This design comes from an exercise in tuning for small area, a short achievable clock period and few clock cycles on the open sky130 flow, not from production work.
At most, simulation tests tie the RTL to the original design; equivalence was not proved.
The RTL of runs 5 and 6 was laid out without a check of its function.

--- design.v ---
module RISC_SPM (clk, rst, mem_rdata, mem_addr, mem_wdata, mem_we, halted);
  input        clk, rst;
  input  [7:0] mem_rdata;
  output [7:0] mem_addr, mem_wdata;
  output       mem_we;
  output       halted;
  reg [7:0] R0, R1, R2, R3;
  reg [7:0] PC, MA;
  reg [2:0] iop;          
  reg [3:0] srcv, dstv;   
  reg       sA, sB, sD;   
  reg       Z;
  reg       halted;
  wire i_add = (iop == 3'd1);
  wire i_sub = (iop == 3'd2);
  wire i_and = (iop == 3'd3);
  wire i_not = (iop == 3'd4);
  wire ex    = i_add | i_sub | i_and | i_not;
  wire [7:0] opA = {8{dstv[0]}} & R0 | {8{dstv[1]}} & R1 | {8{dstv[2]}} & R2 | {8{dstv[3]}} & R3;
  wire [7:0] opB = {8{srcv[0]}} & R0 | {8{srcv[1]}} & R1 | {8{srcv[2]}} & R2 | {8{srcv[3]}} & R3;
  wire [7:0] bx = opB ^ {8{i_sub}};
  wire [7:0] p0 = opA ^ bx;
  wire [7:0] g0 = opA & bx;
  wire [8:0] G0 = {g0, i_sub}, P0 = {p0, 1'b0};
  wire [8:0] G1, P1, G2, P2, G3;
  genvar k;
  generate
    for (k = 0; k < 9; k = k + 1) begin : ks
      if (k >= 1) begin : a1
        assign G1[k] = G0[k] | P0[k] & G0[k-1]; assign P1[k] = P0[k] & P0[k-1];
      end else begin : b1
        assign G1[k] = G0[k]; assign P1[k] = P0[k];
      end
      if (k >= 2) begin : a2
        assign G2[k] = G1[k] | P1[k] & G1[k-2]; assign P2[k] = P1[k] & P1[k-2];
      end else begin : b2
        assign G2[k] = G1[k]; assign P2[k] = P1[k];
      end
      if (k >= 4) begin : a3
        assign G3[k] = G2[k] | P2[k] & G2[k-4];
      end else begin : b3
        assign G3[k] = G2[k];
      end
    end
  endgenerate
  wire [7:0] sum = p0 ^ G3[7:0];
  reg [7:0] alu;
  always @* begin
    case (iop)
      3'd1, 3'd2: alu = sum;
      3'd3:       alu = opA & opB;
      default:    alu = ~opB;
    endcase
  end
  wire [7:0] axb  = opA ^ opB;
  wire [7:0] aob  = opA | opB;
  wire       zadd = ~|(axb ^ {aob[6:0], 1'b0});
  wire       zsub = ~|axb;
  wire       zand = ~|(opA & opB);
  wire       znot = &opB;
  reg        zt;
  always @* begin
    case (iop)
      3'd1:    zt = zadd;
      3'd2:    zt = zsub;
      3'd3:    zt = zand;
      default: zt = znot;
    endcase
  end
  wire fF = ~sA & ~sD & ~halted & (~sB | ~Z);
  wire bT = sB & Z;                                        
  wire [3:0] fo     = mem_rdata[7:4];
  wire       f_two  = ~fo[3] & fo[2] & (fo[1] | fo[0]);    
  wire       f_brz  = (fo == 4'd8);
  wire       f_halt = fo[3] & (|fo[2:0]);
  wire d_rd = sD & (iop == 3'd5);
  wire d_wr = sD & (iop == 3'd6);
  wire d_br = sD & ~iop[2] | sD & iop[1] & iop[0];       
  wire [6:0] hi1 = PC[7:1] + 7'd1;
  wire [7:0] PC1 = {PC[0] ? hi1 : PC[7:1], ~PC[0]};
  wire [7:0] PC2 = {hi1, PC[0]};
  wire [3:0] wa = {4{ex}} & dstv;
  wire [3:0] wr = {4{d_rd}} & dstv;
  always @(posedge clk or negedge rst)
    if (!rst) begin
      R0 <= 8'd0; R1 <= 8'd0; R2 <= 8'd0; R3 <= 8'd0;
    end else begin
      R0 <= wa[0] ? alu : wr[0] ? mem_rdata : R0;
      R1 <= wa[1] ? alu : wr[1] ? mem_rdata : R1;
      R2 <= wa[2] ? alu : wr[2] ? mem_rdata : R2;
      R3 <= wa[3] ? alu : wr[3] ? mem_rdata : R3;
    end
  always @(posedge clk or negedge rst)
    if (!rst) Z <= 1'b0;
    else if (ex) Z <= zt;
  always @(posedge clk or negedge rst)
    if (!rst) begin
      PC <= 8'd0; MA <= 8'd0; iop <= 3'd0; srcv <= 4'd0; dstv <= 4'd0;
      sA <= 1'b0; sB <= 1'b0; sD <= 1'b0; halted <= 1'b0;
    end else if (fF) begin
      iop  <= fo[2:0] & {3{~fo[3]}};    
      srcv <= 4'b1 << mem_rdata[3:2];
      dstv <= 4'b1 << mem_rdata[1:0];
      sB   <= 1'b0;
      if (f_halt) halted <= 1'b1;
      else begin
        MA <= PC1;
        PC <= f_brz ? PC2 : PC1;
        sA <= f_two;
        sB <= f_brz;
      end
    end else if (sA | bT) begin
      MA <= mem_rdata; sA <= 1'b0; sB <= 1'b0; sD <= 1'b1;
      if (sA) PC <= PC1;
    end else if (sD) begin
      sD <= 1'b0;
      if (d_br) begin MA <= mem_rdata; PC <= mem_rdata; end
      else MA <= PC;
    end
  assign mem_addr  = (sB & ~Z) ? PC : MA;
  assign mem_wdata = opB;
  assign mem_we    = d_wr;
endmodule
--- standard.sh ---
#!/bin/bash
# synth_recipe.tcl (not shown) runs the flow's synth.tcl, then flattens the netlist and writes it again
# the make line also repeats each setting of config.mk as NAME=value (left out here)
make -C /OpenROAD-flow-scripts/flow DESIGN_CONFIG=/design/flow/config.mk WORK_HOME=/design/flow/orfs CLKGATE_MAP_FILE= SYNTH_SCRIPT=/design/flow/synth_recipe.tcl "${@:-finish}"
--- flow/run.sh ---
#!/bin/bash
# The standard layout, with the port buffers made from buf_2 instead of the
# delay cell the resizer picks by default.
set -euo pipefail
export BUFFER_PORTS_ARGS="-buffer_cell sky130_fd_sc_hd__buf_2"
bash standard.sh finish > standard.log 2>&1
--- constraint.sdc ---
create_clock -name core_clock -period 5.0 [get_ports {clk}]
set_input_delay 1.0000 -clock core_clock [delete_from_list [all_inputs] [get_ports {clk}]]
set_output_delay 1.0000 -clock core_clock [all_outputs]
set_load 0.01 [all_outputs]
--- config.mk ---
export PLATFORM = sky130hd
export DESIGN_NAME = RISC_SPM
export DESIGN_NICKNAME = RISC_SPM
export VERILOG_FILES = /design/flow/design.v
export SDC_FILE = /design/flow/constraint.sdc
export NUM_CORES = 4
export LEC_CHECK = 0
export ABC_AREA = 1
export CAP_MARGIN = 20
export CORE_MARGIN = 2
export CORE_UTILIZATION = 40
export SETUP_SLACK_MARGIN = 2.0
export SLEW_MARGIN = 20
==> flow_metrics.env, run 1 <==
export IMPL_whs_path_depth=2
export IMPL_synth_top_cell_by_area="dfrtp_1"
export IMPL_cts_sinks=64
export IMPL_grt_pass1_wl_mm=24.09
export IMPL_post_cts_buffers=0
export IMPL_portBuffers=27
export IMPL_ys_seq_area_share_pct=32.93
export IMPL_dieArea_mm2=0.01306
export IMPL_holdBufCountCts=0
export IMPL_fin_setup_tns_ns=0
export IMPL_rrSetupSlack_ns=2.22
export IMPL_start_kind="flop"
export IMPL_die_x_um=114.3
export IMPL_antenna_cells=0
export IMPL_first_iter_violations=446
export IMPL_area_growth_pct=11.58
export IMPL_cts_inserted_buffers=9
export IMPL_grt_usage_pct=23.74
export IMPL_multi_input_area_mm2=0.002818
export IMPL_synth_flop_cell="dfrtp_1"
export IMPL_final_hold_viol_count=0
export IMPL_setup_viol=0
export IMPL_timing_fmax_mhz=352.2
export IMPL_synth_async_reset_ratio_pct=100.0
export IMPL_layout_commonest_cell="nand2_1"
export IMPL_place_congestion=0.8957
export IMPL_grt_max_degree=38
export IMPL_critPathMaxStageDelay_ns=0.40
export IMPL_worst_r2r_cell_count=15
export IMPL_final_antenna_net_count=0
export IMPL_yosys_register_bits=64
export IMPL_wl_mm=15.09
export IMPL_cp_end_kind="output port"
export IMPL_drive_gt1_share_pct=10.73
export IMPL_timing_critical_path_cells="inv_1, o22ai_1, nor2_1, inv_1, buf_2"
export IMPL_core_area_mm2=0.01196
export IMPL_synth_edf_count=0
export IMPL_fillers=1232
export IMPL_critPathKind="reg2out"
export IMPL_synth_top_area_share_pct=32.93
export IMPL_grt_pass1_vias=4733
export IMPL_nets=756
export IMPL_final_cell_mix="nand2_1, inv_1, dfrtp_1, nor2_1, o21ai_0"
export IMPL_syn_nets=736
export IMPL_tightest_slew_ns=0.7363
export IMPL_io_pins=28
export IMPL_instances_no_fill=874
export IMPL_post_route_min_period_ns=2.839
export IMPL_cts_tree="done"
export IMPL_place_inst=859
export IMPL_hold_path_class="reg2reg"
export IMPL_antenna_found_initial=0
export IMPL_clk_path_buf_depth=2
export IMPL_via_count=4931
export IMPL_overflow=0
export IMPL_rsz0062_at_grt="yes"
export IMPL_min_to="MA[2]"
export IMPL_seq_area_mm2=0.001602
export IMPL_synth_cell_types=45
export IMPL_synthesis_area_mm2=0.004863
export IMPL_fin_worst_hold_slack_ns=0.4826
export IMPL_critPathMaxFanout=7
export IMPL_path_clk_slew_ns=0.06
export IMPL_root_buffer="clkbuf_16"
export IMPL_drt_vias_per_instance=5.642
export IMPL_dpl_hpwl_mm=11.22
export IMPL_fin_skew_ns=0.009880
export IMPL_outcome="finished clean"
export IMPL_insertion_delay_ns=0.33
export IMPL_arrival_ns=1.84
export IMPL_yosys_top_cells_area="dfrtp_1, nand2_1, inv_1"
export IMPL_timing_final_crit_share_pct=56.78
export IMPL_rows=40
export IMPL_synth_cells=703
export IMPL_max_cap_violations=0
export IMPL_yosys_warnings=1
export IMPL_initial_utilization_pct=40.66
export IMPL_relSlewSlack_pct=50.91
export IMPL_drv_slew=0
export IMPL_htreeDepth=3
export IMPL_crit_path_frequent_cell="inv_1"
export IMPL_reg2reg_from="srcv[0]"
export IMPL_reg2reg_to="R3[6]"
export IMPL_die_h_um=114.3
export IMPL_wl_per_cell_um=17.26
export IMPL_worstHoldStart="MA[2]"
export IMPL_first_pass_iters=6
export IMPL_required_ns=4.00
export IMPL_slowest_stage="dfrtp_1"
export IMPL_avgSynthCellArea_um2=6.918
export IMPL_cts_repair_resize_count=1
export IMPL_drc=0
## Yosys cell counts, types with 2 or more instances
master / instances
nand2_1: 183
inv_1: 87
nor2_1: 68
dfrtp_1: 64
o21ai_0: 58
nand3_1: 38
a21oi_1: 23
ha_1: 23
o22ai_1: 22
xor2_1: 17
nand4_1: 12
o211ai_1: 12
o21ai_1: 12
clkbuf_1: 8
a22o_1: 7
nor4_1: 6
buf_2: 5
inv_2: 5
nand2_2: 5
nor3_1: 5
a211oi_1: 3
a31oi_1: 3
buf_4: 3
buf_6: 3
nor2_2: 3
o21ai_2: 3
or2_2: 3
a21oi_2: 2
a22oi_1: 2
nand3_2: 2
o22a_1: 2
## kinds of logic (layout without fill, tap and decap cells)
kind of cell    count (synthesis)  in the layout  share of synthesized area [%]
simple gates                  329            329                          28.92
compound gates                155            155                          19.19
buf+inv                       113            137                          9.596
flops                          64             64                          32.93
fa+ha+maj                      23             23                          5.917
xor+xnor                       18             18                          3.242
mux                             1              1                         0.2058
## critical path: cells and delay by family (launching register included)
family                 cells  cell delay (ns)
AOI/OAI and AO/OA          1             0.14
buffers and inverters      3             0.57
DFF                        1             0.40
and+or+nand+nor            1             0.38
## layer usage
metal  GRT usage, %  vias up  wire, µm
met5              0        -         0
met4          9.593        0       369
met3          3.547       30      1010
met2          39.29      213      7117
met1          31.24     2310      6587
li1               -     2378         -
## per-stage QoR
step / setup WS [ns] / util [%] / area [µm²]
floorplan: 2.671 / - / 4863
global placement: 2.055 / 42.46 / 5079
detailed placement: 1.991 / 42.46 / 5079
CTS: 2.048 / 45.19 / 5405
global route: 1.948 / 45.37 / 5426
finish: 2.161 / 45.37 / 5426
## flip-flops by register name, indices dropped and copies added (netlist names)
register  count
R3            8
R1            8
srcv          4
R2            8
halted        1
PC            8
MA            8
iop           3
R0            8
sB            1
dstv          4
sD            1
Z             1
sA            1
## worst max-delay path by stage
stage,cells past startpoint,slack (ns),start,to
after detailed placement,15,1.99,iop[2],R1[6]
after global placement,13,2.05,iop[2],R0[4]
after global routing,9,1.95,Z,PC[3]
after floorplan,15,2.67,iop[2],R0[4]
after CTS,5,2.05,srcv[0],mem_wdata[2]
final,5,2.16,srcv[0],mem_wdata[5]
## layout make-up
class	count	share of cell area [%]
Clock inverter	3	1.199
Multi-Input combinational cell	526	51.93
Timing Repair Buffer	28	2.629
Clock buffer	12	4.727
Tap cell	147	3.389
Sequential cell	64	29.51
Inverter	94	6.617
Testbench counts, summed over its fixed seeds: cycles 39,150.
==> inputs of run 2 (changes only) <==
--- a/config.mk
+++ b/config.mk
@@ -8,6 +8,6 @@
 export ABC_AREA = 1
 export CAP_MARGIN = 20
 export CORE_MARGIN = 2
-export CORE_UTILIZATION = 40
+export CORE_UTILIZATION = 65
 export SETUP_SLACK_MARGIN = 2.0
 export SLEW_MARGIN = 20
==> run 2 against run 1 <==
- design area decreased by 3.8%
- final cell count decreased by 5.4%
- register-to-register slack got worse by 0.07 ns
- sequential share of layout area increased by 1.2 points
- clock skew increased by 0.0047 ns
- die area decreased by 37%
- critical path depth increased by 9
- count of clock-buffer cells in the layout decreased by 1
- setup slack got worse by 0.0085 ns
- routed wire length decreased by 5.4%
- non-clock buffer count unchanged
- largest cell class unchanged
==> flow_metrics.env, run 2 <==
export IMPL_antenna_found_initial=0
export IMPL_grt_busiest_layer="met2"
export IMPL_synth_commonest_cells="nand2_1, inv_1, nor2_1, dfrtp_1, o21ai_0"
export IMPL_whs_path_depth=2
export IMPL_io_pins=28
export IMPL_timing_critical_path_cells="a22o_1, nor2_2, xor2_1, ha_1, a21oi_1, o21ai_2, nand2_1, nor2_2, nor2_1, nand2_1, nand3_1, nand3_1, o21ai_0, nand2_1"
export IMPL_slowest_stage="dfrtp_1"
export IMPL_reg2reg_to="R1[4]"
export IMPL_critPathMaxFanout=7
export IMPL_synth_cell_types=45
export IMPL_yosys_warnings=1
export IMPL_portBuffers=27
export IMPL_timing_final_crit_share_pct=56.95
export IMPL_layout_commonest_cell="nand2_1"
export IMPL_synth_top_family_by_area="simple AND/OR/NAND/NOR gates"
export IMPL_dieArea_mm2=0.008190
export IMPL_max_cap_violations=0
export IMPL_initial_utilization_pct=67.05
export IMPL_timing_fmax_mhz=351.2
export IMPL_arrival_ns=3.08
export IMPL_drc=0
export IMPL_synthMuxAreaShare_pct=0.2058
export IMPL_avgSynthCellArea_um2=6.918
export IMPL_fin_setup_tns_ns=0
export IMPL_yosys_top_cells_area="dfrtp_1, nand2_1, inv_1"
export IMPL_synth_top_area_share_pct=32.93
export IMPL_yosys_register_bits=64
export IMPL_worst_r2r_cell_count=14
export IMPL_wl_mm=14.27
export IMPL_cts_inserted_buffers=9
export IMPL_core_area_mm2=0.007253
export IMPL_synth_async_reset_ratio_pct=100.0
export IMPL_rrSetupSlack_ns=2.15
export IMPL_ys_seq_area_share_pct=32.93
export IMPL_grt_pass1_wl_mm=23.09
export IMPL_post_cts_buffers=0
export IMPL_synthesis_area_mm2=0.004863
export IMPL_grt_max_degree=41
export IMPL_critPathMaxStageDelay_ns=0.51
export IMPL_fin_worst_hold_slack_ns=0.4854
export IMPL_relSlewSlack_pct=55.18
export IMPL_drt_vias_per_instance=6.184
export IMPL_rows=31
export IMPL_insertion_delay_ns=0.36
export IMPL_met3_usage_pct=7.679
export IMPL_use_met1_pct=51.61
export IMPL_final_hold_viol_count=0
export IMPL_final_area_mm2=0.005219
export IMPL_critPathKind="reg2reg"
export IMPL_nets=756
export IMPL_drv_slew=0
export IMPL_outcome="finished clean"
export IMPL_place_congestion=0.9938
export IMPL_overflow=0
export IMPL_synth_most_common_cell="nand2_1"
export IMPL_synthAdderAreaFrac_pct=5.917
export IMPL_path_delay_family="simple AND/OR/NAND/NOR gates"
export IMPL_grtUsageMet2_pct=52.92
export IMPL_via_count=5114
export IMPL_cts_tree="done"
export IMPL_die_x_um=90.50
export IMPL_fin_skew_ns=0.01462
export IMPL_grt_pass1_vias=4635
export IMPL_cts_sinks=64
export IMPL_synth_flop_cell="dfrtp_1"
export IMPL_synthXorXnorAreaFrac_pct=3.242
export IMPL_setup_viol=0
export IMPL_hold_path_class="reg2reg"
export IMPL_cp_startpoint="srcv[2]"
export IMPL_antenna_cells=0
export IMPL_wl_per_cell_um=17.25
export IMPL_worstHoldStart="MA[4]"
export IMPL_rsz0062_at_grt="no"
export IMPL_critical_path_buf_inv_count=0
export IMPL_final_cell_mix="nand2_1, inv_1, dfrtp_1, nor2_1, o21ai_0"
export IMPL_synth_cells=703
export IMPL_syn_nets=736
export IMPL_dpl_cell_area_mm2=0.005019
export IMPL_synth_simple_gate_area_share_pct=28.92
export IMPL_dp_slack_ns=2.063
export IMPL_synth_edf_count=0
export IMPL_path_clk_slew_ns=0.07
export IMPL_synth_compound_area_share_pct=19.19
export IMPL_reg2reg_from="srcv[2]"
export IMPL_worst_path_stages=14
export IMPL_first_iter_violations=706
export IMPL_synth_top_cell_by_area="dfrtp_1"
export IMPL_post_route_min_period_ns=2.848
export IMPL_drive_gt1_share_pct=10.71
export IMPL_min_to="MA[4]"
export IMPL_tightest_slew_ns=0.6723
export IMPL_dpl_hpwl_mm=10.63
export IMPL_clk_path_buf_depth=2
export IMPL_worst_slack_ns=2.152
export IMPL_crit_path_frequent_cell="nand2_1"
export IMPL_root_buffer="clkbuf_8"
export IMPL_required_ns=5.23
export IMPL_die_h_um=90.50
export IMPL_grt_usage_pct=35.87
export IMPL_start_kind="flop"
export IMPL_final_antenna_net_count=0
export IMPL_area_growth_pct=7.307
export IMPL_cp_end_kind="flop"
export IMPL_htreeDepth=3
export IMPL_first_pass_iters=6
-- run 2: cell counts after synthesis --
No cell type changed its count.
-- run 2: worst max-delay path by stage --
stage                        to
after floorplan           R0[4]
after global routing      R1[4]
after CTS                 R1[4]
after detailed placement  R1[4]
final                     R1[4]
after global placement    R0[7]
-- run 2: routing by layer --
layer	routed length, µm	up-vias
met4	489	0
met5	0	-
met1	5962	2365
met3	1553	50
li1	-	2373
met2	6259	326
-- run 2: per-stage QoR --
stage,cells,util [%]
detailed placement,811,69.19
finish,827,71.95
CTS,827,71.66
global route,827,71.95
floorplan,703,-
global placement,811,69.19
-- run 2: worst min-delay path: cells and delay by family, from the launching register on --
kind | cells | cell delay (ns)
simple gates | 2 | 0.11
flops | 1 | 0.35
-- run 2: layout make-up --
type,count,area [µm²]
Sequential cell,64,1602
Clock buffer,11,141.4
Tap cell,99,123.9
Clock inverter,5,32.53
Fill cell,622,2034
Timing Repair Buffer,28,142.6
Inverter,94,359.1
Multi-Input combinational cell,526,2818
-- run 2: timing repair --
item,in CTS,in global routing
pin swaps,0,1
endpoints found under the hold margin,0,0
resized for setup,1,6
hold buffers,0,0
setup endpoints to repair,1,33
-- run 2: cell families (layout without fill, tap and decap cells) --
logic type      Yosys count  after routing
simple gates            329            329
compound gates          155            155
buf+inv                 113            138
flops                    64             64
fa+ha+maj                23             23
xor+xnor                 18             18
mux                       1              1
==> inputs of run 3 (changes only) <==
--- a/config.mk
+++ b/config.mk
@@ -8,6 +8,6 @@
 export ABC_AREA = 1
 export CAP_MARGIN = 20
 export CORE_MARGIN = 2
-export CORE_UTILIZATION = 65
-export SETUP_SLACK_MARGIN = 2.0
+export CORE_UTILIZATION = 40
+export SETUP_SLACK_MARGIN = 2.3
 export SLEW_MARGIN = 20
==> run 3 against run 2 <==
- synthesized cell count unchanged
==> flow_metrics.env, run 3 <==
export IMPL_outcome="finished clean"
export IMPL_first_pass_iters=5
export IMPL_timing_critical_path_cells="clkinvlp_4, buf_6, o22ai_2, nor2_2, inv_1, buf_2"
export IMPL_area_growth_pct=18.81
export IMPL_synth_edf_count=0
export IMPL_arrival_ns=1.70
export IMPL_worst_r2r_cell_count=16
export IMPL_layout_commonest_cell="nand2_1"
export IMPL_max_cap_violations=0
export IMPL_crit_end="mem_wdata[5]"
export IMPL_nets=772
export IMPL_grt_pass1_vias=4751
export IMPL_synth_top_cell_by_area="dfrtp_1"
export IMPL_drv_slew=0
export IMPL_overflow=0
export IMPL_required_ns=4.00
export IMPL_antenna_cells=0
export IMPL_root_buffer="clkbuf_16"
export IMPL_cts_sinks=64
export IMPL_synthMuxAreaShare_pct=0.2058
export IMPL_slowest_stage="dfrtp_1"
export IMPL_fin_setup_tns_ns=0
export IMPL_hold_path_class="reg2reg"
export IMPL_synth_most_common_cell="nand2_1"
export IMPL_fin_skew_ns=0.009882
export IMPL_cts_inserted_buffers=9
export IMPL_grt_max_degree=38
export IMPL_die_x_um=114.3
export IMPL_wl_per_cell_um=17.23
export IMPL_start_kind="flop"
export IMPL_dpl_hpwl_mm=11.22
export IMPL_drive_gt1_share_pct=17.90
export IMPL_rows=40
export IMPL_dieArea_mm2=0.01306
export IMPL_synth_cell_types=45
export IMPL_synthXorXnorAreaFrac_pct=3.242
export IMPL_die_h_um=114.3
export IMPL_critPathMaxStageDelay_ns=0.40
export IMPL_final_antenna_net_count=0
export IMPL_post_route_min_period_ns=2.698
export IMPL_cts_tree="done"
export IMPL_path_clk_slew_ns=0.06
export IMPL_synthAdderAreaFrac_pct=5.917
export IMPL_synth_commonest_cells="nand2_1, inv_1, nor2_1, dfrtp_1, o21ai_0"
export IMPL_worstHoldStart="MA[2]"
export IMPL_yosys_top_cells_area="dfrtp_1, nand2_1, inv_1"
export IMPL_holdBufCountCts=0
export IMPL_via_count=4994
export IMPL_synth_async_reset_ratio_pct=100.0
export IMPL_synthesis_area_mm2=0.004863
export IMPL_place_congestion=0.8957
export IMPL_critPathKind="reg2out"
export IMPL_drc=0
export IMPL_synth_top_family_by_area="simple AND/OR/NAND/NOR gates"
export IMPL_cp_end_kind="output port"
export IMPL_antenna_found_initial=0
export IMPL_synth_top_area_share_pct=32.93
export IMPL_dp_slack_ns=1.991
export IMPL_insertion_delay_ns=0.33
export IMPL_reg2reg_from="srcv[1]"
export IMPL_relSlewSlack_pct=51.28
export IMPL_clk_path_buf_depth=2
export IMPL_critPathMaxFanout=7
export IMPL_fillers=1214
export IMPL_rsz0062_at_grt="yes"
export IMPL_drt_vias_per_instance=5.611
export IMPL_portBuffers=27
export IMPL_synth_compound_area_share_pct=19.19
export IMPL_synth_cells=703
export IMPL_htreeDepth=3
export IMPL_synth_simple_gate_area_share_pct=28.92
export IMPL_initial_utilization_pct=40.66
export IMPL_ys_seq_area_share_pct=32.93
export IMPL_grt_pass1_wl_mm=24.21
export IMPL_yosys_register_bits=64
export IMPL_syn_nets=736
export IMPL_timing_fmax_mhz=370.6
export IMPL_final_hold_viol_count=0
export IMPL_rrSetupSlack_ns=2.35
export IMPL_wl_mm=15.34
export IMPL_first_iter_violations=381
export IMPL_synth_flop_cell="dfrtp_1"
export IMPL_core_area_mm2=0.01196
export IMPL_yosys_warnings=1
export IMPL_worst_slack_ns=2.302
export IMPL_setup_viol=0
export IMPL_io_pins=28
export IMPL_timing_final_crit_share_pct=53.97
export IMPL_final_cell_mix="nand2_1, inv_1, nor2_1, dfrtp_1, o21ai_0"
export IMPL_grt_usage_pct=23.80
export IMPL_avgSynthCellArea_um2=6.918
export IMPL_reg2reg_to="R2[6]"
export IMPL_tightest_slew_ns=0.7308
export IMPL_cp_startpoint="srcv[1]"
run 3: cell counts after synthesis:
No cell type changed its count.
run 3: metrics by stage:
stage	std cells	instance area [µm²]	hold WS (ns)	utilization, %
6_report	890	5778	0.4851	48.31
5_1_grt	890	5778	0.5029	48.31
4_1_cts	875	5449	0.4820	45.55
3_5_place_dp	859	5079	0.4667	42.46
3_3_place_gp	859	5079	0.4657	42.46
2_1_floorplan	703	4863	0.4488	-
run 3: critical path, delay by kind of cell, from the launching register on:
kind,cells,cell delay (ns)
and+or+nand+nor,1,0.09
buffers and inverters,4,0.71
AOI/OAI and AO/OA,1,0.16
DFF,1,0.40
run 3: routing by layer:
| metal | global-route usage [%] | routed length [µm] | share of wire [%] |
|---|---|---|---|
| met5 | 0 | 0 | 0 |
| met4 | 10.08 | 404 | 2.6 |
| met3 | 2.965 | 1090 | 7.1 |
| met2 | 39.76 | 7374 | 48 |
| met1 | 31.17 | 6469 | 42 |
run 3: worst min-delay path by stage:
stage | end | slack (ns) | cells after the start
finish | MA[2] | 0.49 | 2
detailed placement | R1[4] | 0.47 | 2
global placement | MA[4] | 0.47 | 2
CTS | R1[4] | 0.48 | 2
floorplan | R0[6] | 0.45 | 2
global route | MA[4] | 0.50 | 2
run 3: repair_timing:
item / CTS / global route
gates cloned: 0 / 0
setup buffers: 1 / 15
setup endpoints to repair: 46 / 38
pin swaps: 1 / 16
hold endpoints to repair: 0 / 0
resized for setup: 11 / 52
run 3: kinds of logic after synthesis:
kind of cell / count (synthesis)
buf+inv: 113
xor+xnor: 18
mux: 1
fa+ha+maj: 23
simple gates: 329
compound gates: 155
flops: 64
run 3: final cells by class:
type	instances	area, µm²	share of cell area, %
multi-input combinational	526	3023	52.32
sequential	64	1608	27.83
inverter	94	371.6	6.431
timing repair buffer	44	270.3	4.677
clock buffer	12	256.5	4.439
tap	147	183.9	3.183
clock inverter	3	65.06	1.126
==> inputs of run 4 (changes only) <==
==> run.sh (new file) <==
#!/bin/bash
# synth_recipe.tcl (not shown) runs the flow's synth.tcl, then flattens the netlist and writes it again
# the make line also repeats each setting of config.mk as NAME=value (left out here)
make -C /OpenROAD-flow-scripts/flow DESIGN_CONFIG=/design/flow/config.mk WORK_HOME=/design/flow/orfs CLKGATE_MAP_FILE= SYNTH_SCRIPT=/design/flow/synth_recipe.tcl finish
--- a/config.mk
+++ b/config.mk
@@ -9,5 +9,5 @@
 export CAP_MARGIN = 20
 export CORE_MARGIN = 2
 export CORE_UTILIZATION = 40
-export SETUP_SLACK_MARGIN = 2.3
+export SETUP_SLACK_MARGIN = 2.0
 export SLEW_MARGIN = 20
removed: flow/run.sh
removed: standard.sh
==> run 4 against run 3 <==
- die area unchanged
- still clean on timing, DRC and antenna
- critical path depth decreased by 1
- synthesized area unchanged
- highest routed layer unchanged
- utilization is 2.0 points lower
- routed wire length fell by 4.5%
==> flow_metrics.env, run 4 <==
export IMPL_clk_path_buf_depth=2
export IMPL_timing_critical_path_cells="inv_2, o22ai_1, nor2_2, inv_1, clkdlybuf4s50_1"
export IMPL_fin_skew_ns=0.004690
export IMPL_yosys_register_bits=64
export IMPL_synthXorXnorAreaFrac_pct=3.242
export IMPL_place_congestion=0.9547
export IMPL_slowest_stage="clkdlybuf4s50_1"
export IMPL_grt_pass1_wl_mm=24.32
export IMPL_root_buffer="clkbuf_16"
export IMPL_cp_end_kind="output port"
export IMPL_required_ns=4.00
export IMPL_overflow=0
export IMPL_wl_per_cell_um=16.70
export IMPL_synthMuxAreaShare_pct=0.2058
export IMPL_synth_async_reset_ratio_pct=100.0
export IMPL_critical_path_buf_inv_count=3
export IMPL_first_iter_violations=264
export IMPL_synth_top_family_by_area="simple AND/OR/NAND/NOR gates"
export IMPL_worstHoldStart="R1[6]"
export IMPL_rrSetupSlack_ns=2.26
export IMPL_worst_slack_ns=2.080
export IMPL_avgSynthCellArea_um2=6.918
export IMPL_use_met1_pct=30.70
export IMPL_synthAdderAreaFrac_pct=5.917
export IMPL_max_cap_violations=0
export IMPL_start_kind="flop"
export IMPL_nets=758
export IMPL_fin_setup_tns_ns=0
export IMPL_grtUsageMet2_pct=40.12
export IMPL_synth_most_common_cell="nand2_1"
export IMPL_grt_busiest_layer="met2"
export IMPL_portBuffers=27
export IMPL_fillers=1230
export IMPL_rows=40
export IMPL_synth_flop_cell="dfrtp_1"
export IMPL_critPathMaxFanout=7
export IMPL_dp_slack_ns=1.861
export IMPL_worst_path_stages=5
export IMPL_grt_pass1_vias=4839
export IMPL_dpl_cell_area_mm2=0.005209
export IMPL_htreeDepth=3
export IMPL_insertion_delay_ns=0.33
export IMPL_ys_seq_area_share_pct=32.93
export IMPL_synth_cell_types=45
export IMPL_synth_edf_count=0
export IMPL_post_route_min_period_ns=2.920
export IMPL_drc=0
export IMPL_outcome="finished clean"
export IMPL_drive_gt1_share_pct=8.356
export IMPL_critPathMaxStageDelay_ns=0.49
export IMPL_yosys_warnings=1
export IMPL_synth_commonest_cells="nand2_1, inv_1, nor2_1, dfrtp_1, o21ai_0"
export IMPL_worst_r2r_cell_count=9
export IMPL_synthesis_area_mm2=0.004863
export IMPL_drv_slew=0
export IMPL_layout_commonest_cell="nand2_1"
export IMPL_die_x_um=114.3
export IMPL_synth_top_area_share_pct=32.93
export IMPL_arrival_ns=1.92
export IMPL_final_antenna_net_count=0
export IMPL_yosys_top_cells_area="dfrtp_1, nand2_1, inv_1"
export IMPL_final_hold_viol_count=0
export IMPL_io_pins=28
export IMPL_dieArea_mm2=0.01306
export IMPL_antenna_cells=0
export IMPL_instances_no_fill=877
export IMPL_timing_fmax_mhz=342.4
export IMPL_die_h_um=114.3
export IMPL_critPathKind="reg2out"
export IMPL_path_delay_family="buffers and inverters"
export IMPL_drt_vias_per_instance=5.513
export IMPL_grt_usage_pct=23.81
export IMPL_place_inst=859
export IMPL_initial_utilization_pct=40.66
export IMPL_cts_tree="done"
export IMPL_reg2reg_from="sB"
export IMPL_core_area_mm2=0.01196
export IMPL_via_count=4835
export IMPL_fin_util_pct=46.30
export IMPL_dpl_hpwl_mm=11.07
export IMPL_synth_top_cell_by_area="dfrtp_1"
export IMPL_rsz0062_at_grt="no"
export IMPL_wl_mm=14.65
export IMPL_cts_inserted_buffers=9
export IMPL_antenna_found_initial=0
export IMPL_hold_path_class="reg2reg"
export IMPL_min_to="R1[6]"
export IMPL_final_area_mm2=0.005538
export IMPL_synth_cells=703
export IMPL_final_cell_mix="nand2_1, inv_1, nor2_1, dfrtp_1, o21ai_0"
export IMPL_timing_final_crit_share_pct=58.41
export IMPL_whs_path_depth=2
export IMPL_cts_sinks=64
export IMPL_relSlewSlack_pct=43.48
export IMPL_grt_max_degree=65
export IMPL_syn_nets=736
export IMPL_first_pass_iters=5
export IMPL_synth_simple_gate_area_share_pct=28.92
export IMPL_path_clk_slew_ns=0.05
export IMPL_met3_usage_pct=3.547
export IMPL_setup_viol=0
export IMPL_area_growth_pct=13.87
export IMPL_tightest_slew_ns=0.8478
export IMPL_reg2reg_to="PC[3]"
export IMPL_synth_compound_area_share_pct=19.19
## run 4: cell type report
class	instances	area [µm²]	area share [%]
clock buffer	12	246.5	4.451
inverter	94	361.6	6.530
sequential	64	1605	28.99
tap	147	183.9	3.321
multi-input combinational	526	2833	51.15
timing repair buffer	30	287.8	5.197
clock inverter	4	20.02	0.3615
## run 4: routing by layer
layer	wire length (µm)	vias up
met5	0	-
met4	466	0
met3	806	36
met2	6922	161
met1	6455	2260
li1	-	2378
## run 4: worst max path at each step
stage	startpoint	endpoint	slack [ns]
finish	srcv[0]	mem_wdata[5]	2.08
global route	srcv[0]	mem_wdata[5]	2.00
CTS	sB	PC[3]	2.00
detailed placement	mem_rdata[4]	PC[7]	1.86
global placement	mem_rdata[4]	PC[7]	1.96
floorplan	iop[2]	R0[4]	2.67
## run 4: cells by family after synthesis
group | count (synthesis)
fa+ha+maj | 23
flops | 64
simple gates | 329
compound gates | 155
mux | 1
xor+xnor | 18
buf+inv | 113
## run 4: what timing repair did
action / CTS / global route
gates cloned: 0 / 0
setup endpoints to repair: 10 / 34
setup buffers: 0 / 2
gates resized for setup: 10 / 7
pin swaps: 1 / 2
hold buffers: 0 / 0
## run 4: through the flow
step,hold WS [ns]
after floorplan,0.4488
after detailed placement,0.4657
after CTS,0.4807
final,0.4786
after global placement,0.4666
after global routing,0.5154
## run 4: tightest hold or removal path, stage by stage (launching register included)
cell,delay [ns]
dfrtp_1,0.34
nand2_1,0.05
nand2_1,0.05
==> inputs of run 5 (changes only) <==
--- a/design.v
+++ b/design.v
@@ -93,14 +93,17 @@
   always @(posedge clk or negedge rst)
     if (!rst) Z <= 1'b0;
     else if (ex) Z <= zt;
+  always @(posedge clk)
+    if (fF) begin
+      srcv <= 4'b1 << mem_rdata[3:2];
+      dstv <= 4'b1 << mem_rdata[1:0];
+    end
   always @(posedge clk or negedge rst)
     if (!rst) begin
-      PC <= 8'd0; MA <= 8'd0; iop <= 3'd0; srcv <= 4'd0; dstv <= 4'd0;
+      PC <= 8'd0; MA <= 8'd0; iop <= 3'd0;
       sA <= 1'b0; sB <= 1'b0; sD <= 1'b0; halted <= 1'b0;
     end else if (fF) begin
       iop  <= fo[2:0] & {3{~fo[3]}};    
-      srcv <= 4'b1 << mem_rdata[3:2];
-      dstv <= 4'b1 << mem_rdata[1:0];
       sB   <= 1'b0;
       if (f_halt) halted <= 1'b1;
       else begin
==> flow/run.sh (new file) <==
#!/bin/bash
# The standard layout (standard.sh) with two changes:
#  - the port buffers are buf_2 cells instead of the delay cell the resizer
#    picks by default (every port still gets its buffer);
#  - Yosys's abc step runs with flow/abc.script (or yosys's own default abc
#    script if the file says "default") instead of ORFS's script.
# Everything else, registers included, is ORFS's standard synthesis and flow.
set -euo pipefail
here=$(pwd)
export BUFFER_PORTS_ARGS="-buffer_cell sky130_fd_sc_hd__buf_2"
if [[ -f flow/abc.script ]]; then
  if grep -qx default flow/abc.script; then sc=default; else sc=$here/flow/abc.script; fi
  python3 - synth_recipe.tcl "$sc" <<'PY'
import sys
f, sc = sys.argv[1], sys.argv[2]
first, rest = open(f).read().split('\n', 1)
ov = """proc abc {args} {
  set i [lsearch -exact $args -script]
  if {$i >= 0} { set args [lreplace $args $i [expr {$i+1}]] }
  if {"%s" ne "default"} { set args [linsert $args 0 -script %s] }
  puts "abc override: $args"
  yosys abc {*}$args
}""" % (sc, sc)
open(f, 'w').write(first + '\n' + ov + '\n' + rest)
PY
fi
bash standard.sh finish > standard.log 2>&1
==> standard.sh (new file) <==
#!/bin/bash
# synth_recipe.tcl (not shown) runs the flow's synth.tcl, then flattens the netlist and writes it again
# the make line also repeats each setting of config.mk as NAME=value (left out here)
make -C /OpenROAD-flow-scripts/flow DESIGN_CONFIG=/design/flow/config.mk WORK_HOME=/design/flow/orfs CLKGATE_MAP_FILE= SYNTH_SCRIPT=/design/flow/synth_recipe.tcl "${@:-finish}"
--- a/config.mk
+++ b/config.mk
@@ -8,6 +8,6 @@
 export ABC_AREA = 1
 export CAP_MARGIN = 20
 export CORE_MARGIN = 2
-export CORE_UTILIZATION = 40
-export SETUP_SLACK_MARGIN = 2.0
+export CORE_UTILIZATION = 85
+export SETUP_SLACK_MARGIN = 2.2
 export SLEW_MARGIN = 20
removed: run.sh
==> run 5 against run 4 <==
- the run now fails in 3_1_place_gp_skip_io
- synthesized cell count increased by 0.28%
- synthesized area increased by 1.6%
==> flow_metrics.env, run 5 <==
export IMPL_synth_flop_cell="dfrtp_1"
export IMPL_outcome="stopped before the end"
export IMPL_synth_async_reset_ratio_pct=87.50
export IMPL_yosys_top_cells_area="dfrtp_1, nand2_1, inv_1"
export IMPL_yosys_register_bits=64
export IMPL_synthesis_area_mm2=0.004943
export IMPL_synth_cells=705
export IMPL_synth_most_common_cell="nand2_1"
export IMPL_error="[ERROR GPL-0301] Utilization 102.032 % exceeds 100%."
export IMPL_avgSynthCellArea_um2=7.012
export IMPL_initial_utilization_pct=88.69
export IMPL_die_h_um=80.26
export IMPL_die_x_um=80.26
export IMPL_synth_cell_types=47
export IMPL_haltStage="3_1_place_gp_skip_io"
export IMPL_yosys_warnings=1
export IMPL_synth_top_cell_by_area="dfrtp_1"
export IMPL_ys_seq_area_share_pct=33.21
export IMPL_synth_edf_count=8
export IMPL_rows=27
export IMPL_synth_commonest_cells="nand2_1, inv_1, nor2_1, dfrtp_1, o21ai_0"
export IMPL_synth_top_area_share_pct=28.35
export IMPL_syn_nets=738
run 5: cell types whose count changed after synthesis, moves of 5 or more:
cell      previous run  this run
a21oi_1             23        17
nand2_1            183       196
o21ai_1             12        27
o22ai_1             22        15
nor2_1              68        75
edfxtp_1             0         8
nand2_4              0         5
nand4_1             12         6
o21ai_0             58        37
dfrtp_1             64        56
run 5: cell families after synthesis:
family	count (synthesis)	synth area share (%)
flip-flops	64	33.21
AO/OA/AOI/OAI	137	17.34
AND/OR/NAND/NOR	351	31.11
adder cells (fa/ha/maj)	23	5.821
buffers and inverters	112	9.340
XOR/XNOR	18	3.189
==> inputs of run 6 (changes only) <==
--- a/config.mk
+++ b/config.mk
@@ -8,6 +8,6 @@
 export ABC_AREA = 1
 export CAP_MARGIN = 20
 export CORE_MARGIN = 2
-export CORE_UTILIZATION = 85
+export CORE_UTILIZATION = 75
 export SETUP_SLACK_MARGIN = 2.2
 export SLEW_MARGIN = 20
==> run 6 against run 5 <==
- the run now finishes clean
- synthesized area unchanged
- synthesized cell count unchanged
==> flow_metrics.env, run 6 <==
export IMPL_worst_path_stages=14
export IMPL_grt_pass1_vias=5016
export IMPL_io_pins=28
export IMPL_synthesis_area_mm2=0.004943
export IMPL_instances_no_fill=826
export IMPL_rrSetupSlack_ns=2.14
export IMPL_crit_end="R2[6]"
export IMPL_antenna_found_initial=0
export IMPL_reg2reg_to="R2[6]"
export IMPL_synth_commonest_cells="nand2_1, inv_1, nor2_1, dfrtp_1, o21ai_0"
export IMPL_grt_usage_pct=41.72
export IMPL_hold_path_class="reg2reg"
export IMPL_yosys_register_bits=64
export IMPL_root_buffer="clkbuf_8"
export IMPL_htreeDepth=3
export IMPL_overflow=0
export IMPL_tightest_slew_ns=0.7638
export IMPL_drv_slew=0
export IMPL_crit_path_frequent_cell="nand2_1"
export IMPL_synth_most_common_cell="nand2_1"
export IMPL_reg2reg_from="dstv[2]"
export IMPL_fin_setup_tns_ns=0
export IMPL_nets=777
export IMPL_synth_cells=705
export IMPL_synth_flop_cell="dfrtp_1"
export IMPL_required_ns=5.23
export IMPL_timing_fmax_mhz=349.7
export IMPL_slowest_stage="edfxtp_1"
export IMPL_critPathMaxStageDelay_ns=0.44
export IMPL_fin_util_pct=86.66
export IMPL_final_cell_mix="nand2_1, inv_1, nor2_1, dfrtp_1, o21ai_0"
export IMPL_initial_utilization_pct=77.85
export IMPL_cts_sinks=64
export IMPL_drive_gt1_share_pct=16.56
export IMPL_insertion_delay_ns=0.35
export IMPL_arrival_ns=3.09
export IMPL_synth_top_cell_by_area="dfrtp_1"
export IMPL_via_count=5418
export IMPL_dieArea_mm2=0.007256
export IMPL_post_route_min_period_ns=2.860
export IMPL_drc=0
export IMPL_final_hold_viol_count=0
export IMPL_cp_startpoint="dstv[2]"
export IMPL_antenna_cells=0
export IMPL_ys_seq_area_share_pct=33.21
export IMPL_dpl_cell_area_mm2=0.005070
export IMPL_cts_tree="done"
export IMPL_final_antenna_net_count=0
export IMPL_yosys_warnings=1
export IMPL_syn_nets=738
export IMPL_die_x_um=85.19
export IMPL_wl_mm=16.02
export IMPL_first_pass_iters=12
export IMPL_critPathMaxFanout=6
export IMPL_area_growth_pct=11.31
export IMPL_fin_skew_ns=0.01484
export IMPL_timing_critical_path_cells="buf_4, a22o_1, nor2_1, inv_1, ha_1, inv_1, nor3_2, nand2_1, nand2_1, nand2_1, nand3_1, nand3_2, o21ai_1, nand2_1"
export IMPL_setup_viol=0
export IMPL_wl_per_cell_um=19.39
export IMPL_outcome="finished clean"
export IMPL_max_cap_violations=0
export IMPL_path_clk_slew_ns=0.08
export IMPL_first_iter_violations=1034
export IMPL_place_inst=791
export IMPL_cp_end_kind="flop"
export IMPL_critPathKind="reg2reg"
export IMPL_relSlewSlack_pct=49.08
export IMPL_yosys_top_cells_area="dfrtp_1, nand2_1, inv_1"
export IMPL_synth_edf_count=8
export IMPL_start_kind="flop"
export IMPL_synth_top_area_share_pct=28.35
export IMPL_clk_path_buf_depth=2
export IMPL_synth_async_reset_ratio_pct=87.50
export IMPL_portBuffers=27
export IMPL_path_delay_family="simple AND/OR/NAND/NOR gates"
export IMPL_worst_r2r_cell_count=14
export IMPL_die_h_um=85.19
export IMPL_critical_path_buf_inv_count=3
export IMPL_dpl_hpwl_mm=10.77
export IMPL_drt_vias_per_instance=6.559
export IMPL_grt_max_degree=57
export IMPL_core_area_mm2=0.006350
export IMPL_grt_pass1_wl_mm=23.72
export IMPL_synth_cell_types=47
export IMPL_place_congestion=1.053
export IMPL_rsz0062_at_grt="yes"
export IMPL_timing_final_crit_share_pct=57.20
export IMPL_layout_commonest_cell="nand2_1"
export IMPL_avgSynthCellArea_um2=7.012
export IMPL_cts_inserted_buffers=9
export IMPL_whs_path_depth=2
export IMPL_final_area_mm2=0.005503
export IMPL_rows=29
[run 6: metal layers]
metal  global-route usage [%]  up-vias  wire (µm)
met5                        0        -          0
met4                    24.68        0       1286
met3                    7.490      147       2085
met2                    71.38      521       7439
met1                    48.83     2353       5205
li1                         -     2397          -
[run 6: what timing repair did]
action                                  in CTS  in global routing
resized for setup                            1                 30
hold buffers                                 0                  0
setup buffers                                0                 18
cloned                                       1                  0
pin swaps                                    1                  6
endpoints found under the setup margin       7                 32
[run 6: worst register-to-register path, delay by kind of cell, from the launching register on]
family / cells / cell delay (ns)
DFF: 1 / 0.44
buffers and inverters: 3 / 0.41
adders and majority gates: 1 / 0.39
and+or+nand+nor: 8 / 1.08
AOI/OAI and AO/OA: 2 / 0.43
[run 6: how the worst min path moves through the flow]
| stage | from | end | slack, ns |
|---|---|---|---|
| after detailed placement | R0[4] | R0[4] | 0.47 |
| after CTS | R0[4] | R0[4] | 0.49 |
| after global routing | MA[5] | MA[5] | 0.52 |
| final | R0[4] | R0[4] | 0.51 |
| after floorplan | R0[5] | R0[5] | 0.45 |
| after global placement | R0[4] | R0[4] | 0.47 |
[run 6: final cells by class]
class                           count  area (µm²)
Multi-Input combinational cell    530        2955
Sequential cell                    64        1643
Fill cell                         347       847.1
Inverter                           93       349.1
Timing Repair Buffer               46       290.3
Clock buffer                        9       123.9
Tap cell                           77       96.34
Clock inverter                      7       45.04
[run 6: cells by family (layout without fill, tap and decap cells)]
kind of cell / Yosys count / after routing / synth area share (%)
buffers and inverters: 112 / 155 / 9.340
AND/OR/NAND/NOR: 351 / 352 / 31.11
XOR/XNOR: 18 / 18 / 3.189
adder cells (fa/ha/maj): 23 / 23 / 5.821
AO/OA/AOI/OAI: 137 / 137 / 17.34
flip-flops: 64 / 64 / 33.21
[run 6: metrics by stage]
stage	setup WS (ns)	hold WS, ns
4_1_cts	2.205	0.4905
6_report	2.140	0.5052
3_5_place_dp	2.109	0.4711
3_3_place_gp	2.266	0.4664
2_1_floorplan	2.501	0.4489
5_1_grt	2.051	0.5203
==> inputs of run 7 (changes only) <==
--- a/design.v
+++ b/design.v
@@ -93,17 +93,14 @@
   always @(posedge clk or negedge rst)
     if (!rst) Z <= 1'b0;
     else if (ex) Z <= zt;
-  always @(posedge clk)
-    if (fF) begin
-      srcv <= 4'b1 << mem_rdata[3:2];
-      dstv <= 4'b1 << mem_rdata[1:0];
-    end
   always @(posedge clk or negedge rst)
     if (!rst) begin
-      PC <= 8'd0; MA <= 8'd0; iop <= 3'd0;
+      PC <= 8'd0; MA <= 8'd0; iop <= 3'd0; srcv <= 4'd0; dstv <= 4'd0;
       sA <= 1'b0; sB <= 1'b0; sD <= 1'b0; halted <= 1'b0;
     end else if (fF) begin
       iop  <= fo[2:0] & {3{~fo[3]}};    
+      srcv <= 4'b1 << mem_rdata[3:2];
+      dstv <= 4'b1 << mem_rdata[1:0];
       sB   <= 1'b0;
       if (f_halt) halted <= 1'b1;
       else begin
--- a/config.mk
+++ b/config.mk
@@ -9,5 +9,7 @@
 export CAP_MARGIN = 20
 export CORE_MARGIN = 2
 export CORE_UTILIZATION = 75
+export CTS_BUF_LIST = sky130_fd_sc_hd__clkbuf_4 sky130_fd_sc_hd__clkbuf_8
+export CTS_CLUSTER_SIZE = 24
 export SETUP_SLACK_MARGIN = 2.2
 export SLEW_MARGIN = 20
==> run 7 against run 6 <==
- clock skew fell by 0.0027 ns
- routed wire length fell by 7.5%
- synthesized cell count fell by 0.28%
- count of clock-buffer cells in the layout rose by 4
- global-route usage rose by 0.21 points
- critical endpoint is now mem_wdata[6]
- largest cell class unchanged
- highest routed layer unchanged
==> flow_metrics.env, run 7 <==
export IMPL_outcome="finished clean"
export IMPL_yosys_warnings=1
export IMPL_synth_flop_cell="dfrtp_1"
export IMPL_timing_critical_path_cells="a22o_1, nor2_1, inv_1, buf_2"
export IMPL_initial_utilization_pct=77.03
export IMPL_antenna_cells=0
export IMPL_required_ns=4.00
export IMPL_final_cell_mix="nand2_1, inv_1, dfrtp_1, nor2_1, o21ai_0"
export IMPL_drc=0
export IMPL_final_hold_viol_count=0
export IMPL_cts_tree="done"
export IMPL_nets=759
export IMPL_root_buffer="clkbuf_8"
export IMPL_fin_worst_hold_slack_ns=0.4863
export IMPL_synth_cells=703
export IMPL_first_iter_violations=707
export IMPL_grt_pass1_vias=4953
export IMPL_dpl_cell_area_mm2=0.004991
export IMPL_wl_mm=14.81
export IMPL_grt_pass1_wl_mm=23.74
export IMPL_die_h_um=84.53
export IMPL_worst_slack_ns=2.301
export IMPL_layout_commonest_cell="nand2_1"
export IMPL_rsz0062_at_grt="yes"
export IMPL_cts_inserted_buffers=9
export IMPL_path_delay_family="flip-flops"
export IMPL_synth_commonest_cells="nand2_1, inv_1, nor2_1, dfrtp_1, o21ai_0"
export IMPL_via_count=5342
export IMPL_path_clk_slew_ns=0.07
export IMPL_dp_slack_ns=2.119
export IMPL_place_congestion=1.027
export IMPL_synth_async_reset_ratio_pct=100.0
export IMPL_synth_edf_count=0
export IMPL_critPathKind="reg2out"
export IMPL_final_area_mm2=0.005301
export IMPL_critical_path_buf_inv_count=2
export IMPL_cp_end_kind="output port"
export IMPL_synth_most_common_cell="nand2_1"
export IMPL_critPathMaxFanout=7
export IMPL_dieArea_mm2=0.007144
export IMPL_wl_per_cell_um=18.33
export IMPL_tightest_slew_ns=0.8177
export IMPL_hold_path_class="reg2reg"
export IMPL_max_cap_violations=0
export IMPL_htreeDepth=3
export IMPL_avgSynthCellArea_um2=6.918
export IMPL_cts_sinks=64
export IMPL_post_route_min_period_ns=2.699
export IMPL_fin_skew_ns=0.01210
export IMPL_rows=29
export IMPL_syn_nets=736
export IMPL_arrival_ns=1.70
export IMPL_synth_top_area_share_pct=32.93
export IMPL_yosys_register_bits=64
export IMPL_synthesis_area_mm2=0.004863
export IMPL_drive_gt1_share_pct=12.72
export IMPL_drt_vias_per_instance=6.611
export IMPL_drv_slew=0
export IMPL_overflow=0
export IMPL_ys_seq_area_share_pct=32.93
export IMPL_first_pass_iters=7
export IMPL_critPathMaxStageDelay_ns=0.49
export IMPL_portBuffers=27
export IMPL_holdBufCountCts=0
export IMPL_synth_top_cell_by_area="dfrtp_1"
export IMPL_relSlewSlack_pct=45.48
export IMPL_die_x_um=84.53
export IMPL_timing_fmax_mhz=370.5
export IMPL_slowest_stage="dfrtp_2"
export IMPL_yosys_top_cells_area="dfrtp_1, nand2_1, inv_1"
export IMPL_setup_viol=0
export IMPL_dpl_hpwl_mm=10.49
export IMPL_grt_usage_pct=41.93
export IMPL_final_antenna_net_count=0
export IMPL_timing_final_crit_share_pct=53.98
export IMPL_fin_setup_tns_ns=0
export IMPL_clk_path_buf_depth=2
export IMPL_synth_cell_types=45
export IMPL_area_growth_pct=9.004
export IMPL_io_pins=28
export IMPL_antenna_found_initial=0
export IMPL_grt_max_degree=65
export IMPL_core_area_mm2=0.006314
export IMPL_insertion_delay_ns=0.36
export IMPL_start_kind="flop"
## run 7: changes by cell type after synthesis, sizes merged, moves of 8 or more
cell    previous run  this run
nand2            209       188
o21ai             65        73
edfxtp             8         0
nor2              81        73
dfrtp             56        64
a21oi             18        26
## run 7: worst reg2reg max path: stages (launching register included)
cell and delay, ns:
dfrtp_1 0.53, inv_1 0.20, o22ai_1 0.11, nor2_2 0.22, inv_1 0.11, ha_1 0.36
nand2_1 0.06, inv_1 0.05, nand3_1 0.07, nand2_1 0.17, nand2_1 0.11, nand2_1 0.07
nand2_1 0.04, nand3_1 0.16, nand4_1 0.14, nand2_1 0.10, nand2_1 0.05
## run 7: cell type report
class | count | area, µm²
sequential | 64 | 1605
inverter | 94 | 362.8
clock inverter | 3 | 46.29
timing repair buffer | 31 | 165.2
multi-input combinational | 526 | 2846
fill | 418 | 1012
clock buffer | 13 | 178.9
tap | 77 | 96.34
## run 7: what timing repair did
| item | in CTS | in global routing |
|---|---|---|
| endpoints found under the setup margin | 23 | 54 |
| pin swaps | 0 | 2 |
| buffers inserted | 0 | 3 |
| resized for setup | 6 | 15 |
## run 7: per-layer routing
layer  track usage (%)  wire length, µm
met3             6.883             1608
met5                 0                0
met4             25.25              973
met2             69.08             6868
met1             51.70             5359
## run 7: final timing paths
check / start / end / slack, ns / cells past startpoint
worst min-delay path: R1[6] / R1[6] / 0.49 / 2
worst max-delay path: srcv[2] / mem_wdata[6] / 2.30 / 4
worst min register to register: R1[6] / R1[6] / 0.49 / 2
min in group asynchronous: rst / R3[0] / 0.82 / 2
worst max register to register: dstv[3] / R2[5] / 2.34 / 16
max in group asynchronous: rst / srcv[2] / 3.59 / 2
## run 7: cell families after synthesis
| logic type | Yosys count | synth area share, % |
|---|---|---|
| and+or+nand+nor | 329 | 28.92 |
| AOI/OAI and AO/OA | 155 | 19.19 |
| buffers and inverters | 113 | 9.596 |
| DFF | 64 | 32.93 |
| adders and majority gates | 23 | 5.917 |
| xor gates and xnor gates | 18 | 3.242 |
| muxes | 1 | 0.2058 |
## run 7: per-stage QoR
| stage | cells | utilization (%) |
|---|---|---|
| 2_1_floorplan | 703 | - |
| 3_3_place_gp | 789 | 79.05 |
| 3_5_place_dp | 789 | 79.05 |
| 4_1_cts | 805 | 82.90 |
| 5_1_grt | 808 | 83.97 |
| 6_report | 808 | 83.97 |
Testbench counts of run 7, summed over its fixed seeds: cycles 39,150.
==> inputs of run 8 (changes only) <==
--- a/config.mk
+++ b/config.mk
@@ -9,7 +9,5 @@
 export CAP_MARGIN = 20
 export CORE_MARGIN = 2
 export CORE_UTILIZATION = 75
-export CTS_BUF_LIST = sky130_fd_sc_hd__clkbuf_4 sky130_fd_sc_hd__clkbuf_8
-export CTS_CLUSTER_SIZE = 24
 export SETUP_SLACK_MARGIN = 2.2
 export SLEW_MARGIN = 20
==> run 8 against run 7 <==
- global-route usage unchanged
- final cell count unchanged
- utilization stayed put
- non-clock buffer count is the same
- sequential share of layout area stayed put
==> flow_metrics.env, run 8 <==
export IMPL_outcome="finished clean"
export IMPL_relSlewSlack_pct=45.48
export IMPL_cp_end_kind="output port"
export IMPL_initial_utilization_pct=77.03
export IMPL_yosys_warnings=1
export IMPL_area_growth_pct=9.004
export IMPL_rows=29
export IMPL_max_cap_violations=0
export IMPL_synth_commonest_cells="nand2_1, inv_1, nor2_1, dfrtp_1, o21ai_0"
export IMPL_critPathMaxFanout=7
export IMPL_final_antenna_net_count=0
export IMPL_grt_usage_pct=41.93
export IMPL_worst_slack_ns=2.301
export IMPL_synth_async_reset_ratio_pct=100.0
export IMPL_wl_per_cell_um=18.33
export IMPL_setup_viol=0
export IMPL_timing_final_crit_share_pct=53.98
export IMPL_io_pins=28
export IMPL_core_area_mm2=0.006314
export IMPL_fin_worst_hold_slack_ns=0.4863
export IMPL_arrival_ns=1.70
export IMPL_synthesis_area_mm2=0.004863
export IMPL_place_congestion=1.027
export IMPL_critPathKind="reg2out"
export IMPL_dpl_hpwl_mm=10.49
export IMPL_final_hold_viol_count=0
export IMPL_synth_cells=703
export IMPL_tightest_slew_ns=0.8177
export IMPL_antenna_cells=0
export IMPL_grt_pass1_wl_mm=23.74
export IMPL_rrSetupSlack_ns=2.34
export IMPL_timing_fmax_mhz=370.5
export IMPL_die_x_um=84.53
export IMPL_first_pass_iters=7
export IMPL_insertion_delay_ns=0.36
export IMPL_cts_tree="done"
export IMPL_dp_slack_ns=2.119
export IMPL_die_h_um=84.53
export IMPL_ys_seq_area_share_pct=32.93
export IMPL_synth_edf_count=0
export IMPL_synth_top_cell_by_area="dfrtp_1"
export IMPL_hold_path_class="reg2reg"
export IMPL_synth_most_common_cell="nand2_1"
export IMPL_portBuffers=27
export IMPL_via_count=5342
export IMPL_nets=759
export IMPL_yosys_top_cells_area="dfrtp_1, nand2_1, inv_1"
export IMPL_drt_vias_per_instance=6.611
export IMPL_cts_sinks=64
export IMPL_root_buffer="clkbuf_8"
export IMPL_overflow=0
export IMPL_drc=0
export IMPL_final_cell_mix="nand2_1, inv_1, dfrtp_1, nor2_1, o21ai_0"
export IMPL_drv_slew=0
export IMPL_rsz0062_at_grt="yes"
export IMPL_path_clk_slew_ns=0.07
export IMPL_grt_pass1_vias=4953
export IMPL_htreeDepth=3
export IMPL_layout_commonest_cell="nand2_1"
export IMPL_fillers=418
export IMPL_synth_top_area_share_pct=32.93
export IMPL_cts_inserted_buffers=9
export IMPL_first_iter_violations=707
export IMPL_wl_mm=14.81
export IMPL_grt_max_degree=65
export IMPL_fin_skew_ns=0.01210
export IMPL_drive_gt1_share_pct=12.72
export IMPL_antenna_found_initial=0
export IMPL_syn_nets=736
export IMPL_yosys_register_bits=64
export IMPL_clk_path_buf_depth=2
export IMPL_post_route_min_period_ns=2.699
export IMPL_synth_flop_cell="dfrtp_1"
export IMPL_dieArea_mm2=0.007144
export IMPL_fin_setup_tns_ns=0
export IMPL_start_kind="flop"
export IMPL_required_ns=4.00
export IMPL_seq_area_mm2=0.001605
export IMPL_avgSynthCellArea_um2=6.918
export IMPL_multi_input_area_mm2=0.002846
export IMPL_holdBufCountCts=0
export IMPL_synth_cell_types=45
==> run 8: cell counts in the layout (fill, tap and decap cells not counted) <==
No cell type changed its count.
==> run 8: path summary, 6_finish.rpt <==
check / start / cells after the start / to
setup / recovery: srcv[2] / 4 / mem_wdata[6]
hold / removal: R1[6] / 2 / R1[6]
setup reg to reg: dstv[3] / 16 / R2[5]
hold reg to reg: R1[6] / 2 / R1[6]
max in group asynchronous: rst / 2 / srcv[2]
min in group asynchronous: rst / 2 / R3[0]
==> run 8: layer usage <==
metal,vias up,global-route usage [%],wire (µm)
met3,111,6.883,1608
met2,452,69.08,6868
met1,2401,51.70,5359
li1,2378,-,-
met4,0,25.25,973
met5,-,0,0
==> run 8: kinds of logic after synthesis <==
kind of cell,after synthesis,synth area share [%]
xor+xnor,18,3.242
fa+ha+maj,23,5.917
simple gates,329,28.92
flops,64,32.93
compound gates,155,19.19
buf+inv,113,9.596
mux,1,0.2058
==> run 8: per-stage QoR <==
| step | util (%) | instance area [µm²] | cells |
|---|---|---|---|
| final | 83.97 | 5301 | 808 |
| after global routing | 83.97 | 5301 | 808 |
| after CTS | 82.90 | 5234 | 805 |
| after detailed placement | 79.05 | 4991 | 789 |
| after global placement | 79.05 | 4991 | 789 |
| after floorplan | - | 4863 | 703 |
==> run 8: what timing repair did <==
item / CTS / global route
endpoints found under the setup margin: 23 / 54
pin swaps: 0 / 2
resized for setup: 6 / 15
buffers inserted: 0 / 3
==> run 8: worst max-delay path, cell delays in order, from the launching register on <==
cell,delay [ns]
dfrtp_2,0.49
a22o_1,0.24
nor2_1,0.34
inv_1,0.12
buf_2,0.16
==> run 8: layout make-up <==
type                            count  share of cell area, %
Clock buffer                       13                  3.375
Clock inverter                      3                 0.8733
Inverter                           94                  6.844
Multi-Input combinational cell    526                  53.69
Sequential cell                    64                  30.28
Tap cell                           77                  1.817
Timing Repair Buffer               31                  3.115

## separate check: timing with driven ports
The flow's constraints put no driver on any port. The routed layouts listed below were extracted and timed again, unchanged, in two steps.
Step 1, drivers: a clkbuf_16 drives clk and a buf_2 each remaining input, both assumed.
Step 2, shift: input delay + t, output delay - t, t = (earliest + latest rising clock arrival at the registers) / 2. This alone moves slack from input paths to output paths.
Three values: ideal, step 1, step 2; two values: the first two.
run	t (ns)	slack for setup (ns)	latest minus earliest clock arrival (ns)
run 1	0.367	2.161 / 2.123 / 2.221	0.011 / 0.011
run 2	0.392	2.152 / 2.152 / 2.152	0.015 / 0.015
run 3	0.368	2.302 / 2.261 / 2.285	0.011 / 0.011
run 4	0.366	2.080 / 2.040 / 1.904	0.004 / 0.005
run 6	0.368	2.140 / 2.140 / 2.140	0.015 / 0.015
run 7	0.387	2.301 / 2.270 / 2.302	0.012 / 0.012
run 8	0.387	2.301 / 2.270 / 2.302	0.012 / 0.012
After both steps every run listed still meets setup and hold. The setup slack of run 4, which loses most, moves by -0.040 ns with the drivers and by -0.176 ns with both steps.
